This design comes from an exercise in tuning for small area, a short achievable clock period and few clock cycles on the open sky130 flow, not from production work. Function was checked by simulation only, so behaviour that the tests miss may differ from the original. Power and IR drop assume default switching activity.

// RNN
module RNN(clk,reset,busy,ready,i_en,idata,mdata_w,mce,mdata_r,maddr,msel);
==> flow/config.mk <==
export PLATFORM = sky130hd
export DESIGN_NAME = RNN
export DESIGN_NICKNAME = RNN
export VERILOG_FILES = /design/flow/design.v
export SDC_FILE = /design/flow/constraint.sdc
export NUM_CORES = 4
export LEC_CHECK = 0
export ABC_CLOCK_PERIOD_IN_PS = 2300
export CAP_MARGIN = 20
export CORE_MARGIN = 2
export CORE_UTILIZATION = 60
export CTS_BUF_LIST = sky130_fd_sc_hd__clkbuf_16
export CTS_CLUSTER_DIAMETER = 100
export CTS_CLUSTER_SIZE = 30
export PLACE_DENSITY = 0.75
export SETUP_SLACK_MARGIN = 2.8
export SLEW_MARGIN = 20
==> flow/constraint.sdc <==
create_clock -name core_clock -period 5.0 [get_ports {clk}]
set_input_delay 1.0000 -clock core_clock [delete_from_list [all_inputs] [get_ports {clk}]]
set_output_delay 1.0000 -clock core_clock [all_outputs]
set_load 0.01 [all_outputs]
standard.sh (not shown) runs the stock make flow with config.mk's settings and CLKGATE_MAP_FILE= SYNTH_SCRIPT=/design/flow/synth_recipe.tcl, a recipe that flattens the netlist after the stock synthesis.
==> flow/flow/run.sh <==
#!/bin/bash
# The standard layout, except that the input and output ports are
# buffered with plain buffers (buf_2) rather than the delay-cell buffers
# buffer_ports picks by default.  make's full output goes to standard_flow.log;
# each ORFS step keeps its own log under orfs/logs.
set -euo pipefail
bash standard.sh "BUFFER_PORTS_ARGS=-buffer_cell sky130_fd_sc_hd__buf_2" finish > standard_flow.log 2>&1
Testbench counts at the start, summed over its fixed seeds: cycles 425,028.
==> next run, changes <==
==> flow/flow/run.sh (replaced) <==
#!/bin/bash
# The standard layout, except that the input and output ports are
# buffered with plain buffers (buf_4) rather than the delay-cell buffers
# buffer_ports picks by default.  make's full output goes to standard_flow.log;
# each ORFS step keeps its own log under orfs/logs.
set -euo pipefail
bash standard.sh "BUFFER_PORTS_ARGS=-buffer_cell sky130_fd_sc_hd__buf_4" finish > standard_flow.log 2>&1
The new run finished with timing, DRC and antenna clean.
Via count falls by 0.47%.
Clock-buffer cell count falls by 2.
Die area is unchanged.
Flip-flop and latch count is unchanged.
Wire length falls by 1.7%.
Worst hold slack is better by 21 ps.
Core utilization is about the same.
Sequential power stays flat.
Worst setup slack is worse by 19 ps.
Power falls by 0.43%.
Design area barely changes.

* * *

Another version of the RTL of RNN (not shown whole).
Size in the first run: roughly 5300 cells after synthesis, about 76000 um2 of cells after synthesis.
==> flow/config.mk <==
export PLATFORM = sky130hd
export DESIGN_NAME = RNN
export DESIGN_NICKNAME = RNN
export VERILOG_FILES = /design/flow/design.v
export SDC_FILE = /design/flow/constraint.sdc
export NUM_CORES = 4
export LEC_CHECK = 0
export ABC_CLOCK_PERIOD_IN_PS = 2400
export CAP_MARGIN = 20
export CORE_MARGIN = 2
export CORE_UTILIZATION = 60
export CTS_BUF_LIST = sky130_fd_sc_hd__clkbuf_8 sky130_fd_sc_hd__clkbuf_16
export CTS_CLUSTER_DIAMETER = 50
export CTS_CLUSTER_SIZE = 30
export PLACE_DENSITY = 0.75
export SETUP_SLACK_MARGIN = 2.6
export SLEW_MARGIN = 20
==> flow/constraint.sdc <==
create_clock -name core_clock -period 5.0 [get_ports {clk}]
set_input_delay 1.0000 -clock core_clock [delete_from_list [all_inputs] [get_ports {clk}]]
set_output_delay 1.0000 -clock core_clock [all_outputs]
set_load 0.01 [all_outputs]
==> flow/flow/run.sh <==
#!/bin/bash
# The standard layout, except that the input and output ports are
# buffered with plain buffers (buf_4) rather than the delay-cell buffers
# buffer_ports picks by default.  make's full output goes to standard_flow.log;
# each ORFS step keeps its own log under orfs/logs.
set -euo pipefail
bash standard.sh "BUFFER_PORTS_ARGS=-buffer_cell sky130_fd_sc_hd__buf_4" finish > standard_flow.log 2>&1
Testbench counts at the start, summed over its fixed seeds: cycles 425,040.
Next try:
- ABC_AREA: default -> 1
- ABC_CLOCK_PERIOD_IN_PS: 2400 -> default
- SETUP_SLACK_MARGIN: 2.6 -> 2.7
Effect: Cell count rose by 5.1%. Via count goes up by 3.5%. Clock-buffer cell count went down by 8. Worst setup slack degrades by 0.071 ns. Cell area increases by 1.5%. Non-clock buffer count goes up by 48. Hold slack gets worse by 0.0071 ns. Total power rises by 2.9%. Combinational power rises by 24%. Area after synthesis goes down by 0.71%. Routed wire length grows by 5.2%.
Next try:
- ABC_AREA: 1 -> default
- ABC_CLOCK_PERIOD_IN_PS: default -> 2400
- CTS_BUF_LIST: sky130_fd_sc_hd__clkbuf_8 sky130_fd_sc_hd__clkbuf_16 -> sky130_fd_sc_hd__clkbuf_16
- CTS_CLUSTER_DIAMETER: 50 -> 55
- CTS_CLUSTER_SIZE: 30 -> 34
Clock power fell by about 5%.
Global-route usage fell by 1.0 points.
Core utilization fell by 1.2 points.
Worst hold slack stays flat.
Critical path depth fell by 4.
Final cell count fell by 5.1%.
Setup slack is better by 0.039 ns.
Routed wire length fell by 4.8%.
Die area rose by 0.71%.
Design area fell by 1.5%.
Power fell by 3.9%.
Next try:
- CTS_BUF_LIST: sky130_fd_sc_hd__clkbuf_16 -> sky130_fd_sc_hd__clkbuf_8 sky130_fd_sc_hd__clkbuf_16
- CTS_CLUSTER_DIAMETER: 55 -> 50
- CTS_CLUSTER_SIZE: 34 -> 30
- SETUP_SLACK_MARGIN: 2.7 -> 2.85
The changed run passed the timing, DRC and antenna checks.
Synthesized cell count is unchanged.
Final area rises by 2.3%.
Total power goes up by about 2.7%.
Critical path depth fell by 5.
Worst setup slack improves by 0.010 ns.
First-iteration DRC count grows by about 6%.
Routed wire length rose by 4.6%.
Sequential share of layout area fell by 1.5 points.
Clock skew is higher by 0.029 ns.
Clock power rose by about 6%.

## port drivers added, routing unchanged
No port has a modelled driver above. Below, the same layouts with a new extraction and two added sets of constraints. Step 1, drivers: a clkbuf_16 drives clk and a buf_2 each remaining input, both assumed. Step 2 adds t to the input delays and takes it off the output delays; t is the mean of the earliest and latest rising clock arrival at the registers after step 1. Input paths then give back, and output paths get back, about the clock's delay inside the block. a / b / c = ideal ports / drivers / drivers and shift; a / b = the first two.
run	t (ns)	setup slack, ns	worst setup path after step 2	pins driven straight from the clock port
the first run of note 1	0.832	2.716 / 2.645 / 1.978	input to register	1
the second run of note 1	0.818	2.697 / 2.623 / 2.106	input to register	1
the first run of note 2	0.867	2.645 / 2.574 / 2.025	input to register	1
the second run of note 2	0.878	2.573 / 2.508 / 1.949	input to register	1
the third run of note 2	0.863	2.613 / 2.575 / 1.989	input to register	1
the fourth run of note 2	0.867	2.623 / 2.550 / 1.999	input to register	1
After both steps setup and hold are still met in every run listed. The setup slack of the first run of note 1, which loses most, moves by -0.071 ns with the drivers and by -0.738 ns with both steps.
